Source: an optimization exercise on an open RTL-to-GDS flow (aim: small area and a short achievable clock period). Production flows keep margins and buffers that such runs may drop.
RTL that was checked went through simulation tests only; none was proved equivalent to the original.
Function not checked in runs 2 and 3: the RTL went through the layout flow alone.
No activity file was given, so power comes from the tool's default toggle rates.

==> design/flow/design.v <==
module fifo_mem #(
	parameter FIFO_DEPTH = 8		        ,
	parameter DATA_WIDTH = 32               ,
	parameter AW         = $clog2(FIFO_DEPTH) 
)
(
	input					      i_clk  ,
	input					      i_rst_n,
	input  [DATA_WIDTH-1:0]       i_wdata,
	input  [AW-1:0]			      i_waddr,
	input					      i_wen  ,
	input  [AW-1:0]			      i_raddr,
	output logic [DATA_WIDTH-1:0] o_rdata 
);
	reg [DATA_WIDTH-1:0] fifo_mem [0:FIFO_DEPTH-1];
	always @(posedge i_clk) begin
		if(i_wen) begin 
			fifo_mem[i_waddr] <= i_wdata;
		end
	end
	assign o_rdata = fifo_mem[i_raddr];
endmodule
module write_control #(
	parameter AW = 10
)
(
	input			    							i_clk            ,  
	input			    							i_rst_n          ,  
	input			    							i_valid_s        ,  
	input			    [AW - 1:0]		i_almostfull_lvl ,  
	input			    [AW:0]				i_rptr           ,
	output	logic	[AW:0]        o_wptr           ,
	output				[AW - 1:0]		o_waddr          ,
	output 											o_wen            ,
	output 											o_almostfull     ,  
	output 											o_full           ,   
	output                 			o_ready_s        
);
	assign o_waddr = o_wptr[AW - 1:0];
	assign o_full  = ({~o_wptr[AW],o_wptr[AW - 1:0]} == i_rptr);
	assign o_ready_s = ~o_full;
	assign o_wen   = ~o_full & i_valid_s;
	assign o_almostfull = (o_wptr - i_rptr) >= i_almostfull_lvl;
	always_ff @(posedge i_clk or negedge i_rst_n) begin
		if(~i_rst_n) begin
			o_wptr <= 0;
		end else begin
			if(o_wen) begin 
				o_wptr <= o_wptr + 1'b1;
			end else begin 
				o_wptr <= o_wptr;
			end
		end
	end
endmodule
module read_control #(
	parameter AW = 10
)
(
	input							i_clk            ,  
	input							i_rst_n          ,  
	input							i_ready_m        ,  
	input			[AW - 1:0]		i_almostempty_lvl,  
	input			[AW:0]	    	i_wptr           ,
	output	logic	[AW:0]       	o_rptr           ,
	output			[AW - 1:0]		o_raddr          ,
	output							o_ren            ,
	output							o_almostempty    ,  
	output							o_empty          ,   
	output               		    o_valid_m        
);
	assign o_raddr = o_rptr[AW - 1:0];
	assign o_empty = (o_rptr == i_wptr);
	assign o_valid_m = ~o_empty;
	assign o_ren   = ~o_empty & i_ready_m;
	assign o_almostempty = (i_wptr - o_rptr) <= i_almostempty_lvl;
	always_ff @(posedge i_clk or negedge i_rst_n) begin
		if(~i_rst_n) begin
			o_rptr <= 0;
		end else begin
			if(o_ren) begin 
				o_rptr <= o_rptr + 1'b1;
			end else begin 
				o_rptr <= o_rptr;
			end
		end
	end
endmodule
module sync_fifo #(
	parameter FIFO_DEPTH = 16	        ,
	parameter DATA_WIDTH = 32               ,
	parameter AW         = $clog2(FIFO_DEPTH) 
)
(
	input                   	i_clk            ,  
	input                   	i_rst_n          ,  
	input                   	i_valid_s        ,  
	input  [AW-1:0] 			i_almostfull_lvl ,  
	input  [DATA_WIDTH-1:0] 	i_datain         ,  
	input                   	i_ready_m        ,  
	input  [AW-1:0]				i_almostempty_lvl,  
	output                  	o_ready_s        ,  
	output                  	o_almostfull     ,  
	output                  	o_full           ,  
	output                  	o_valid_m        ,  
	output                  	o_almostempty    ,  
	output                  	o_empty          ,  
	output  [DATA_WIDTH-1:0] 	o_dataout           
);
	logic		[AW:0]			wptr ;
	logic		[AW:0]        	rptr ;
	logic		[AW - 1:0]		raddr;
	logic		[AW - 1:0]   	waddr;
	logic						ren	 ;
	logic						wen  ;
	fifo_mem #(
		.FIFO_DEPTH (FIFO_DEPTH), 
		.DATA_WIDTH (DATA_WIDTH), 
		.AW         (AW        )  
	) fifo_mem_ins (
		.i_clk   (i_clk    ),
		.i_rst_n (i_rst_n  ),
		.i_wdata (i_datain ),
		.i_waddr (waddr    ),
		.i_wen   (wen 	   ),
		.i_raddr (raddr    ),
		.o_rdata (o_dataout)
	);
	write_control #(
		.AW (AW)
	) write_control_ins (
		.i_clk            (i_clk           ),
		.i_rst_n          (i_rst_n         ),
		.i_valid_s        (i_valid_s       ),
		.i_almostfull_lvl (i_almostfull_lvl),
		.i_rptr           (rptr        	   ),
		.o_wptr           (wptr        	   ),
		.o_waddr          (waddr       	   ),
		.o_wen            (wen         	   ),
		.o_almostfull     (o_almostfull    ),
		.o_full           (o_full          ),
		.o_ready_s		  (o_ready_s	   )
	);
	read_control #(
		.AW(AW)
	)read_control_ins(
		.i_clk             (i_clk            ),
		.i_rst_n           (i_rst_n          ),
		.i_ready_m         (i_ready_m        ),
		.i_almostempty_lvl (i_almostempty_lvl),
		.i_wptr            (wptr             ),
		.o_rptr            (rptr             ),
		.o_raddr           (raddr            ),
		.o_ren             (ren              ),
		.o_almostempty     (o_almostempty    ),
		.o_empty           (o_empty          ),
		.o_valid_m 		   (o_valid_m        )
	);
endmodule
==> design/flow/run.sh <==
#!/bin/bash
# synth_recipe.tcl (not shown) runs the flow's synth.tcl, then flattens the netlist and writes it again
# the make line also repeats each setting of config.mk as NAME=value (left out here)
make -C /OpenROAD-flow-scripts/flow DESIGN_CONFIG=/design/flow/config.mk WORK_HOME=/design/flow/orfs CLKGATE_MAP_FILE= SYNTH_SCRIPT=/design/flow/synth_recipe.tcl finish
==> design/flow/config.mk <==
export PLATFORM = sky130hd
export DESIGN_NAME = sync_fifo
export DESIGN_NICKNAME = sync_fifo
export VERILOG_FILES = /design/flow/design.v
export SDC_FILE = /design/flow/constraint.sdc
export NUM_CORES = 4
export LEC_CHECK = 0
export CAP_MARGIN = 20
export CORE_MARGIN = 2
export CORE_UTILIZATION = 40
export SETUP_SLACK_MARGIN = 1.2
export SLEW_MARGIN = 20
==> design/flow/constraint.sdc <==
create_clock -name core_clock -period 4.0 [get_ports {i_clk}]
set_input_delay 0.8000 -clock core_clock [delete_from_list [all_inputs] [get_ports {i_clk}]]
set_output_delay 0.8000 -clock core_clock [all_outputs]
set_load 0.01 [all_outputs]
==> impl_metrics.py, run 1 <==
metrics = {
    "worst_setup_path": {
        "critPathCaptureType": "primary output",
        "reg2reg_depth": 9,
        "reg2reg_to": "fifo_mem_ins.fifo_mem[12][8]",
        "required_ps": 3200,
        "arrival_ps": 2780,
        "start_kind": "register",
        "crit-reg2reg-launch": "read_control_ins.o_rptr[1]",
        "crit_type": "reg -> out",
        "r2r_slack_ps": 1330,
        "critPathMaxFanout": 3,
    },
    "pwr": {
        "leakagePower_nw": 8.25,
        "ir_drop_mv": 0.359,
        "powerDensity_nw_per_um2": 746,
    },
    "layout": {
        "instances_no_fill": 1852,
        "diodes": 0,
        "synthToLayoutAreaGrowth_pct": 22.6,
        "nNetsFinal": 1202,
        "final_layout_size_suffix_gt1_share_pct": 32.5,
        "fill_cells": 4070,
        "final_cell_mix": "edfxtp_1 (512), mux2i_1 (95), mux4_2 (95)",
        "final_common_cell": "edfxtp_1",
    },
    "global_routing": {
        "grt_use_met1_pct": 25.8,
        "antenna_found_initial": 1,
        "grt_use_total_pct": 18.0,
        "gr-max-usage-layer": "met2",
        "grt_overflow_total": 0,
        "use_met3_pct": 2.62,
        "grt_pass1_wl_um": 69800,
        "grt_use_met2_pct": 29.2,
        "grt_max_degree": 69,
        "grt_pass1_vias": 10500,
    },
    "worst_hold_path": {
        "worstHoldStart": "write_control_ins.o_wptr[4]",
        "hold_end": "write_control_ins.o_wptr[4]",
        "whs_path_depth": 1,
        "hp-class": "reg -> reg",
    },
    "clock_tree": {
        "cts_buffer_depth": 3,
        "cts_max_level": 2,
        "numCtsBuffers": 52,
        "clk_latency_ps": 570,
        "clk_pin_slew_ps": 60,
        "cts-root-buf": "clkbuf_16",
        "cts.sinks": 522,
        "cts_tree": "done",
    },
    "synth": {
        "syn_area_per_cell_um2": 21.2,
        "seq_area_frac_synth_pct": 76.4,
        "synth_seq_cells": 522,
        "synth-adder-area-share_pct": 1.14,
        "synth_top_family_by_area": "multiplexers",
        "yosys.area_share.xor_xnor_pct": 0.514,
        "synth_compound_area_share_pct": 3.70,
        "ys.warnings.count": 3,
        "synth_mux_area_share_pct": 15.3,
        "synth-simple-area-share_pct": 1.03,
        "netlist_area_um2": 20400,
        "synth_cell_type_count": 37,
        "syn_inst": 964,
        "syn-num-nets": 1026,
    },
    "die": {
        "initial_core_util_pct": 40.7,
        "die_w_um": 230,
        "coreArea_um2": 50300,
        "ioPinCount": 82,
        "rows": 82,
        "dieArea_um2": 52900,
        "die_h_um": 230,
    },
    "sta": {
        "min_period_ps": 3580,
        "fmax_mhz": 279,
        "fin_tns_setup_ps": 0,
        "slew_viol_final": 0,
        "hold_violations": 0,
        "skew_ps": 9.48,
        "tightest_slew_ps": 850,
        "maxSlewHeadroom_pct": 43.4,
        "period_share_pct": 89.6,
        "setup_violations": 0,
        "rsz0062_at_grt": "true",
        "fin_worst_hold_slack_ps": 498,
    },
    "detailed_routing": {
        "vias_per_cell": 5.49,
        "wl_per_cell_um": 26.5,
        "dr.pass1.iters": 5,
        "drc": 0,
        "wirelength_um": 49100,
        "drt-initial-drc-count": 897,
        "num_vias": 10200,
        "antenna_left": 0,
    },
    "status": {
        "status": "finished clean",
    },
    "flow_run": {
        "maxCapViolCount": 0,
    },
    "placed_design": {
        "io_buffers": 81,
        "hpwl_um": 23400,
        "place.gp.congestion": 0.701,
        "placedCellCount": 1702,
    },
}
==> Yosys cell counts, drive strengths merged <==
| master | count | area (µm²) |
|---|---|---|
| nor3 | 4 | 20.0 |
| nand4 | 4 | 25.0 |
| a211o | 1 | 8.76 |
| nor4 | 4 | 25.0 |
| nand3 | 2 | 10.0 |
| a21oi | 3 | 15.0 |
| nor2 | 6 | 25.0 |
| a32oi | 32 | 280 |
| o21a | 1 | 7.51 |
| inv | 21 | 78.8 |
| mux2i | 96 | 961 |
| dfrtp | 10 | 250 |
| and2b | 1 | 7.51 |
| o21ai | 35 | 175 |
| nor2b | 2 | 12.5 |
| xnor2 | 9 | 78.8 |
| edfxtp | 512 | 15400 |
| clkbuf | 15 | 56.3 |
| a22oi | 32 | 240 |
| nand2 | 7 | 26.3 |
| buf | 37 | 246 |
| ha | 17 | 213 |
| mux4 | 96 | 2170 |
| nand2b | 2 | 12.5 |
| and3 | 4 | 25.0 |
| and4 | 1 | 8.76 |
| and2 | 2 | 12.5 |
| xor2 | 3 | 26.3 |
| a21o | 4 | 30.0 |
| fa | 1 | 20.0 |
==> critical path, cell delays in order (launching register included) <==
cell and delay [ps]:
dfrtp_4 500, ha_4 170, fa_1 490, inv_2 70, ha_4 230, nor2b_1 120
o21a_1 160, o21ai_1 110, nand2b_1 80, a21oi_2 130, buf_2 140
==> cells by family (layout without fill, tap and decap cells) <==
kind of cell    count (synthesis)  count (layout)
flops                         522             522
mux                           192             192
compound gates                108             108
buf+inv                        73             289
simple gates                   39              39
fa+ha+maj                      18              18
xor+xnor                       12              12
==> state kept, by name, indices dropped and copies added (netlist names) <==
signal	count
fifo_mem_ins.fifo_mem	512
read_control_ins.o_rptr	5
write_control_ins.o_wptr	5
==> layer usage <==
| metal | wire length (µm) | part of all wire (%) | vias up |
|---|---|---|---|
| met4 | 820 | 1.7 | 2 |
| li1 | - | - | 4412 |
| met1 | 21700 | 44 | 5401 |
| met5 | 11 | 0.022 | - |
| met2 | 24100 | 49 | 290 |
| met3 | 2500 | 5.1 | 70 |
==> repair_timing <==
item / 4_1_cts / 5_1_grt
cloned: 9 / 9
buffers inserted: 22 / 16
endpoints found under the setup margin: 239 / 116
gates resized for setup: 200 / 49
pin swaps: 29 / 30
hold buffers: 0 / 0
==> report_power, final <==
group          internal (W)  total, W  switching [W]
Combinational       0.00346   0.00746        0.00399
Clock               0.00251   0.00449        0.00198
Sequential          0.00661   0.00677       0.000152
Total                0.0126    0.0187        0.00612
==> stage by stage <==
stage                     instance area (µm²)  utilization [%]  setup WS, ps  power [W]
final                                   25100             49.9           418     0.0187
after global routing                    25100             49.9           355     0.0195
after CTS                               24600             49.0           389     0.0184
after detailed placement                22400             44.5           452     0.0132
after global placement                  22400             44.5           445     0.0131
after floorplan                         20700                -           974     0.0109
==> cell type report <==
| type | instances | area (µm²) | area share, % |
|---|---|---|---|
| Multi-Input combinational cell | 369 | 4970 | 19.8 |
| Inverter | 21 | 95.1 | 0.379 |
| Tap cell | 672 | 841 | 3.35 |
| Timing Repair Buffer | 174 | 1970 | 7.86 |
| Clock inverter | 19 | 106 | 0.424 |
| Sequential cell | 522 | 15600 | 62.4 |
| Clock buffer | 75 | 1450 | 5.78 |
==> worst max-delay path by stage <==
stage	startpoint	depth (start not counted)	end	slack (ps)
2_1_floorplan	read_control_ins.o_rptr[1]	9	fifo_mem_ins.fifo_mem[3][0]	970
3_3_place_gp	i_almostempty_lvl[1]	9	o_almostempty	440
3_5_place_dp	i_almostempty_lvl[1]	9	o_almostempty	450
4_1_cts	read_control_ins.o_rptr[0]	10	o_almostempty	390
5_1_grt	read_control_ins.o_rptr[0]	10	o_almostempty	350
6_report	read_control_ins.o_rptr[0]	10	o_almostempty	420
==> run 2, diff against run 1 <==
==> design/flow/design.v (replaced) <==
module sync_fifo #(
	parameter FIFO_DEPTH = 16	        ,
	parameter DATA_WIDTH = 32               ,
	parameter AW         = $clog2(FIFO_DEPTH) 
)
(
	input                   	i_clk            ,  
	input                   	i_rst_n          ,  
	input                   	i_valid_s        ,  
	input  [AW-1:0] 			i_almostfull_lvl ,  
	input  [DATA_WIDTH-1:0] 	i_datain         ,  
	input                   	i_ready_m        ,  
	input  [AW-1:0]				i_almostempty_lvl,  
	output                  	o_ready_s        ,  
	output                  	o_almostfull     ,  
	output                  	o_full           ,  
	output                  	o_valid_m        ,  
	output                  	o_almostempty    ,  
	output                  	o_empty          ,  
	output  [DATA_WIDTH-1:0] 	o_dataout           
);
	logic [FIFO_DEPTH:1] ge;
	wire full   = ge[FIFO_DEPTH];
	wire nempty = ge[1];
	wire push   = i_valid_s & ~full;
	wire pop    = i_ready_m & nempty;
	always_ff @(posedge i_clk or negedge i_rst_n) begin
		if (~i_rst_n) begin
			ge <= '0;
		end else if (push & ~pop) begin
			ge <= {ge[FIFO_DEPTH-1:1], 1'b1};
		end else if (pop & ~push) begin
			ge <= {1'b0, ge[FIFO_DEPTH:2]};
		end
	end
	assign o_full    = full;
	assign o_ready_s = ~full;
	assign o_valid_m = nempty;
	assign o_empty   = ~nempty;
	wire [FIFO_DEPTH-1:0] ge0 = {ge[FIFO_DEPTH-1:1], 1'b1};  
	wire [FIFO_DEPTH-1:0] le  = ~ge[FIFO_DEPTH:1];           
	assign o_almostfull  = ge0[i_almostfull_lvl];
	assign o_almostempty = le[i_almostempty_lvl];
	function automatic [3:0] lfsr_next(input [3:0] p);
		lfsr_next = {p[2:0], p[3] ^ p[2]};
	endfunction
	logic [3:0] wp, rp;
	logic [DATA_WIDTH-1:0] mem [1:FIFO_DEPTH-1];
	logic [DATA_WIDTH-1:0] head;
	wire ram_we  = push & nempty & (ge[2] | ~pop);
	wire ram_re  = pop & ge[2];
	wire h_load  = pop | ~nempty;
	always_ff @(posedge i_clk or negedge i_rst_n) begin
		if (~i_rst_n) begin
			wp <= 4'd1;
			rp <= 4'd1;
		end else begin
			if (ram_we) wp <= lfsr_next(wp);
			if (ram_re) rp <= lfsr_next(rp);
		end
	end
	always_ff @(posedge i_clk) begin
		for (int i = 1; i < FIFO_DEPTH; i++) begin
			if (ram_we && wp == i) mem[i] <= i_datain;
		end
	end
	logic [DATA_WIDTH-1:0] head_nx;
	always_comb begin
		head_nx = ({DATA_WIDTH{~h_load}} & head) |
		          ({DATA_WIDTH{h_load & ~ge[2]}} & i_datain);
		for (int i = 1; i < FIFO_DEPTH; i++) begin
			head_nx = head_nx | ({DATA_WIDTH{h_load & ge[2] & (rp == i)}} & mem[i]);
		end
	end
	always_ff @(posedge i_clk) begin
		head <= head_nx;
	end
	assign o_dataout = head;
endmodule
==> run 2 against run 1 <==
  * Clock-buffer cell count fell by 5
  * Clock power grew 8.7%
  * Critical path depth fell by 6
  * First-iteration DRC count rose by 30%
  * Via count is 16% higher
  * Synthesized cell count increased by 28%
  * Power decreased by 30%
  * Critical path type unchanged
  * Largest power group is now sequential cells
==> impl_metrics.py, run 2 <==
metrics = {
    "flow_run": {
        "maxCapViolCount": 0,
    },
    "die": {
        "ioPinCount": 82,
        "rows": 83,
        "die_w_um": 231,
        "initial_core_util_pct": 40.4,
        "dieArea_um2": 53600,
        "coreArea_um2": 51200,
        "die_h_um": 231,
    },
    "synth": {
        "syn_area_per_cell_um2": 16.8,
        "synth_seq_cells": 536,
        "syn_inst": 1234,
        "synth_top_cell_by_area": "edfxtp_1",
        "yosysMostFrequentCell": "edfxtp_1",
        "async_flop_share_pct": 4.48,
        "synth_cell_type_count": 51,
        "yosysTopAreaCellShare_pct": 69.7,
        "seq_area_frac_synth_pct": 75.7,
        "netlist_area_um2": 20700,
        "synth_edf_count": 480,
        "ys_top_cells_by_area": "edfxtp_1 (70%), a22oi_1 (3.7%), mux2_2 (3.6%)",
        "dominantRegCellSynth": "edfxtp_1",
        "ys.warnings.count": 2,
        "synth_common_cells": "edfxtp_1 (480), a22oi_1 (103), nand2_1 (84)",
        "syn-num-nets": 1287,
    },
    "layout": {
        "fill_cells": 4367,
        "nNetsFinal": 1417,
        "diodes": 0,
        "final_layout_size_suffix_gt1_share_pct": 19.3,
        "synthToLayoutAreaGrowth_pct": 18.6,
        "reg_top3": "mem x480, head x32, ge x16",
        "final_common_cell": "edfxtp_1",
        "multi_input_area_um2": 4790,
        "regArea_um2": 15700,
        "largest_register_ffs": 480,
        "fin_area_um2": 24500,
        "postLayoutCoreUtil_pct": 47.9,
        "final_cell_mix": "edfxtp_1 (480), a22oi_1 (103), nand2_1 (83)",
        "regMostFlops": "mem",
    },
    "worst_setup_path": {
        "reg2reg_to": "head[11]",
        "cpMostUsedCell": "mux4_2",
        "reg2reg_depth": 8,
        "critPathBufInv": 2,
        "critical_path.cell_chain": "mux4_2 > mux4_2 > inv_2 > buf_6",
        "cp_slowest_cell": "dfrtp_4",
        "critPathTopFamily": "multiplexers",
        "crit_type": "reg -> out",
        "worstSetupStartpoint": "ge[2]",
        "critPathCaptureType": "primary output",
        "crit-reg2reg-launch": "rp[3]",
        "slowest_delay_ps": 490,
        "arrival_ps": 2180,
        "r2r_slack_ps": 1360,
        "critPathMaxFanout": 3,
        "start_kind": "register",
        "required_ps": 3200,
    },
    "status": {
        "status": "finished clean",
    },
    "detailed_routing": {
        "wirelength_um": 51400,
        "antenna_left": 0,
        "drc": 0,
        "wl_per_cell_um": 24.5,
        "vias_per_cell": 5.64,
        "drt-initial-drc-count": 1163,
        "dr.pass1.iters": 5,
        "num_vias": 11800,
    },
    "sta": {
        "min_period_ps": 2980,
        "period_share_pct": 74.5,
        "fin_tns_setup_ps": 0,
        "setup_violations": 0,
        "maxSlewHeadroom_pct": 27.3,
        "slew_viol_final": 0,
        "hold_violations": 0,
        "fin_worst_hold_slack_ps": 452,
        "tightest_slew_ps": 1080,
        "rsz0062_at_grt": "true",
        "setup_ws_ps": 1020,
        "fmax_mhz": 336,
        "skew_ps": 19.0,
    },
    "worst_hold_path": {
        "hold_end": "head[31]",
        "whs_path_depth": 2,
        "hp-class": "reg -> reg",
        "worstHoldStart": "mem[6][31]",
    },
    "pwr": {
        "leakagePower_nw": 7.78,
        "switchingPower_w": 0.00328,
        "powerDensity_nw_per_um2": 536,
        "ir_drop_mv": 0.488,
        "swShare_pct": 24.9,
        "internal-power_w": 0.00989,
        "clock_power_share_pct": 37.1,
        "p_comb_share_pct": 12.0,
        "power.share.sequential_pct": 50.9,
    },
    "clock_tree": {
        "cts_max_level": 2,
        "cts-root-buf": "clkbuf_16",
        "numCtsBuffers": 56,
        "cts.sinks": 536,
        "cts_buffer_depth": 3,
        "clk_pin_slew_ps": 60,
        "cts_tree": "done",
        "clk_latency_ps": 620,
    },
    "global_routing": {
        "antenna_found_initial": 1,
        "grt_max_degree": 78,
        "grt_pass1_vias": 12000,
        "grt_use_total_pct": 19.2,
        "grt_pass1_wl_um": 76200,
        "grt_overflow_total": 0,
    },
    "placed_design": {
        "pre_cts_slack_ps": 137,
        "hpwl_um": 29700,
        "place_area_um2": 22600,
        "io_buffers": 81,
        "place.gp.congestion": 0.751,
    },
}
-- run 2: through the flow --
stage | std cells | power (W)
after CTS | 2085 | 0.0133
after global routing | 2092 | 0.0137
after global placement | 1975 | 0.00831
final | 2092 | 0.0132
after detailed placement | 1975 | 0.00835
after floorplan | 1234 | 0.00754
-- run 2: worst max-delay path by stage --
| stage | end | slack, ps | depth (start not counted) |
|---|---|---|---|
| floorplan | mem[11][0] | 790 | 5 |
| finish | o_almostempty | 1020 | 4 |
| CTS | o_almostempty | 980 | 4 |
| global placement | o_almostempty | 170 | 5 |
| global route | o_almostempty | 940 | 4 |
| detailed placement | o_almostempty | 140 | 5 |
-- run 2: logic make-up after synthesis --
family	after synthesis	share of synthesized area (%)
compound gates	253	9.26
fa+ha+maj	9	0.544
buf+inv	94	2.21
flops	536	75.7
mux	91	5.35
simple gates	251	6.97
-- run 2: power by group through the flow --
stage               registers, W  logic (W)  clock network (W)
floorplan                0.00677   0.000768                  0
global placement         0.00686    0.00145                  0
detailed placement       0.00686    0.00148                  0
CTS                      0.00670    0.00159            0.00498
global route             0.00673    0.00171            0.00522
finish                   0.00670    0.00158            0.00488
-- run 2: area by class of cell --
type                       instances  share of cell area [%]
tap                              680                    3.47
sequential                       536                    63.8
clock buffer                      70                    6.17
timing repair buffer             152                    5.89
inverter                          14                   0.214
multi-input combinational        604                    19.5
clock inverter                    36                   0.902
-- run 2: what timing repair did --
action                                  CTS  global route
pin swaps                                 0             1
buffers inserted                          4             7
endpoints found under the setup margin   89            33
hold buffers                              0             0
resized for setup                        27             8
-- run 2: tightest hold or removal path: stages (launching register included) --
cell,delay (ps)
edfxtp_1,320
nand2_1,40
nand4_1,50
-- run 2: metal layers --
metal  track usage, %  vias up  wire length [µm]
met3             3.73       89              3490
met4             6.63        2              1390
met5                0        -                 9
li1                 -     5287                 -
met1             25.5     5988             21800
met2             31.6      423             24700
==> run 3, diff against run 2 <==
--- a/design/flow/design.v
+++ b/design/flow/design.v
@@ -65,14 +65,6 @@
 		end
 	end
-	logic [DATA_WIDTH-1:0] head_nx;
-	always_comb begin
-		head_nx = ({DATA_WIDTH{~h_load}} & head) |
-		          ({DATA_WIDTH{h_load & ~ge[2]}} & i_datain);
-		for (int i = 1; i < FIFO_DEPTH; i++) begin
-			head_nx = head_nx | ({DATA_WIDTH{h_load & ge[2] & (rp == i)}} & mem[i]);
-		end
-	end
 	always_ff @(posedge i_clk) begin
-		head <= head_nx;
+		if (h_load) head <= ge[2] ? mem[rp] : i_datain;
 	end
 	assign o_dataout = head;
==> run 3 against run 2 <==
  * Clock power decreased by 3%
  * Fmax increased by 1.9%
  * Register-to-register slack got worse by 90 ps
  * Area after synthesis increased by 0.70%
  * Via count increased by 2.4%
  * Non-clock buffer count decreased by 18
  * Largest cell class unchanged
  * Critical path depth unchanged
  * Global-route usage increased by 0.35 points
  * Flip-flop and latch count unchanged
  * Final cell count decreased by 2.6%
  * Combinational power decreased by 23%
  * First-iteration DRC count increased by 0.60%
==> impl_metrics.py, run 3 <==
metrics = {
    "layout": {
        "final_layout_size_suffix_gt1_share_pct": 13.9,
        "final_common_cell": "edfxtp_1",
        "fill_cells": 4285,
        "final_cell_mix": "edfxtp_1 (512), a22oi_1 (98), clkdlybuf4s50_1 (74)",
        "largest_register_ffs": 480,
        "synthToLayoutAreaGrowth_pct": 17.2,
        "regMostFlops": "mem",
        "reg_top3": "mem x480, head x32, ge x16",
        "diodes": 0,
        "nNetsFinal": 1376,
    },
    "pwr": {
        "finalPower_w": 0.0126,
        "powerDensity_nw_per_um2": 516,
        "leakagePower_nw": 7.57,
        "ir_drop_mv": 0.305,
    },
    "placed_design": {
        "place.gp.congestion": 0.752,
        "hpwl_um": 27900,
        "pre_cts_slack_ps": 132,
        "io_buffers": 81,
    },
    "sta": {
        "slew_viol_final": 0,
        "hold_violations": 0,
        "min_period_ps": 2920,
        "skew_ps": 18.2,
        "tightest_slew_ps": 927,
        "period_share_pct": 73.1,
        "fin_tns_setup_ps": 0,
        "rsz0062_at_grt": "true",
        "setup_violations": 0,
        "maxSlewHeadroom_pct": 38.2,
        "setup_ws_ps": 1080,
        "fmax_mhz": 342,
    },
    "synth": {
        "netlist_area_um2": 20800,
        "dominantRegCellSynth": "edfxtp_1",
        "async_flop_share_pct": 4.48,
        "synth_common_cells": "edfxtp_1 (512), a22oi_1 (98), a21oi_1 (70)",
        "ys.warnings.count": 34,
        "seq_area_frac_synth_pct": 76.7,
        "synth_top_cell_by_area": "edfxtp_1",
        "synth_edf_count": 512,
        "yosysTopAreaCellShare_pct": 73.8,
        "ys_top_cells_by_area": "edfxtp_1 (74%), a22oi_1 (3.5%), dfrtp_1 (2.6%)",
        "synth_seq_cells": 536,
        "synth_cell_type_count": 51,
        "syn_area_per_cell_um2": 17.0,
        "syn-num-nets": 1284,
        "syn_inst": 1229,
        "yosysMostFrequentCell": "edfxtp_1",
    },
    "worst_setup_path": {
        "reg2reg_depth": 7,
        "r2r_slack_ps": 1270,
        "crit-reg2reg-launch": "rp[2]",
        "reg2reg_to": "head[24]",
        "arrival_ps": 2120,
        "critPathMaxFanout": 5,
        "crit_type": "reg -> out",
        "required_ps": 3200,
        "critPathCaptureType": "primary output",
        "worstSetupStartpoint": "ge[13]",
        "start_kind": "register",
    },
    "status": {
        "status": "finished clean",
    },
    "global_routing": {
        "grt_max_degree": 124,
        "antenna_found_initial": 0,
        "grt_pass1_vias": 12000,
        "grt_use_total_pct": 19.6,
        "grt_overflow_total": 0,
        "grt_pass1_wl_um": 78500,
    },
    "detailed_routing": {
        "dr.pass1.iters": 6,
        "antenna_left": 0,
        "wirelength_um": 52900,
        "wl_per_cell_um": 25.9,
        "drc": 0,
        "num_vias": 12100,
        "drt-initial-drc-count": 1170,
        "vias_per_cell": 5.93,
    },
    "clock_tree": {
        "cts.sinks": 536,
        "clk_pin_slew_ps": 60,
        "cts_tree": "done",
        "clk_latency_ps": 580,
        "cts-root-buf": "clkbuf_16",
        "cts_max_level": 2,
        "cts_buffer_depth": 3,
        "numCtsBuffers": 53,
    },
    "die": {
        "dieArea_um2": 53900,
        "ioPinCount": 82,
        "initial_core_util_pct": 40.5,
        "die_w_um": 232,
        "coreArea_um2": 51400,
        "die_h_um": 232,
        "rows": 83,
    },
    "flow_run": {
        "maxCapViolCount": 0,
    },
    "worst_hold_path": {
        "hp-class": "in -> async",
    },
}
==> run 3: cell type report <==
class | count | area (µm²) | area share [%]
timing repair buffer | 134 | 1410 | 5.76
clock buffer | 68 | 1380 | 5.66
multi-input combinational | 586 | 4510 | 18.5
sequential | 536 | 16000 | 65.5
clock inverter | 24 | 229 | 0.938
inverter | 10 | 38.8 | 0.159
tap | 680 | 851 | 3.48
==> run 3: routing by layer <==
layer	GRT usage, %	share of wire [%]	routed length, µm	vias to the layer above
li1	-	-	-	5302
met1	27.8	44	23200	6285
met2	31.2	48	25100	415
met3	3.14	6.4	3370	74
met4	5.49	2.2	1150	0
met5	0	0	0	-
==> run 3: critical path, stage by stage (launching register included) <==
cell	delay, ps
dfrtp_2	440
mux4_2	450
mux4_2	490
inv_2	80
buf_6	90
==> run 3: how the worst max path moves through the flow <==
stage	to	slack, ps
after detailed placement	o_almostempty	130
after floorplan	mem[12][0]	1220
after global routing	o_almostempty	1020
final	o_almostempty	1080
after CTS	o_almostempty	1050
after global placement	o_almostempty	140
==> run 3: cells by family after synthesis <==
logic type	Yosys count	synth area share (%)
flops	536	76.7
compound gates	436	15.1
buf+inv	108	2.50
simple gates	100	2.53
mux	38	2.48
fa+ha+maj	11	0.660
==> run 3: where the power goes <==
group / leakage (nW) / internal, W / switching, W
clock network: 0.767 / 0.00269 / 0.00203
registers: 4.94 / 0.00652 / 0.000142
logic: 1.87 / 0.000486 / 0.000733
total: 7.57 / 0.00969 / 0.00291
==> run 3: repair_timing <==
item                       CTS  global route
setup buffers               11             2
cloned                       1             0
hold buffers                 0             0
setup endpoints to repair  208           189
gates resized for setup     37            18
==> run 3: metrics by stage <==
step                      instances  utilization [%]  instance area (µm²)  hold WS, ps
after floorplan                1229                -                20900          500
after global placement         1932             44.0                22600          520
after detailed placement       1932             44.0                22600          539
after CTS                      2036             47.3                24300          227
after global routing           2038             47.5                24400          252
final                          2038             47.5                24400          228

==> port drivers added, routing unchanged <==
Ports are ideal in the flow. The routed layouts listed here were re-timed in OpenROAD. Step 1 sets driving cells, clkbuf_16 on the clock port and buf_2 on the other inputs (assumed; they add their load-dependent delay and slew). Step 2 also shifts input and output timing later by t, the mid clock arrival at the registers, as if the neighbouring blocks saw the same clock. a / b / c = ideal / step 1 / step 2; a / b = the first two.
run	shift t [ns]	setup WS [ns]	worst data-port slew with drivers (ns)
run 1	0.623	0.418 / 0.365 / 0.800	0.07
run 2	0.659	1.020 / 0.965 / 0.664	0.10
run 3	0.634	1.077 / 1.015 / 0.882	0.06
After both steps every run listed still meets setup and hold. The setup slack of run 2, which loses most, moves by -0.055 ns with the drivers and by -0.356 ns with both steps.
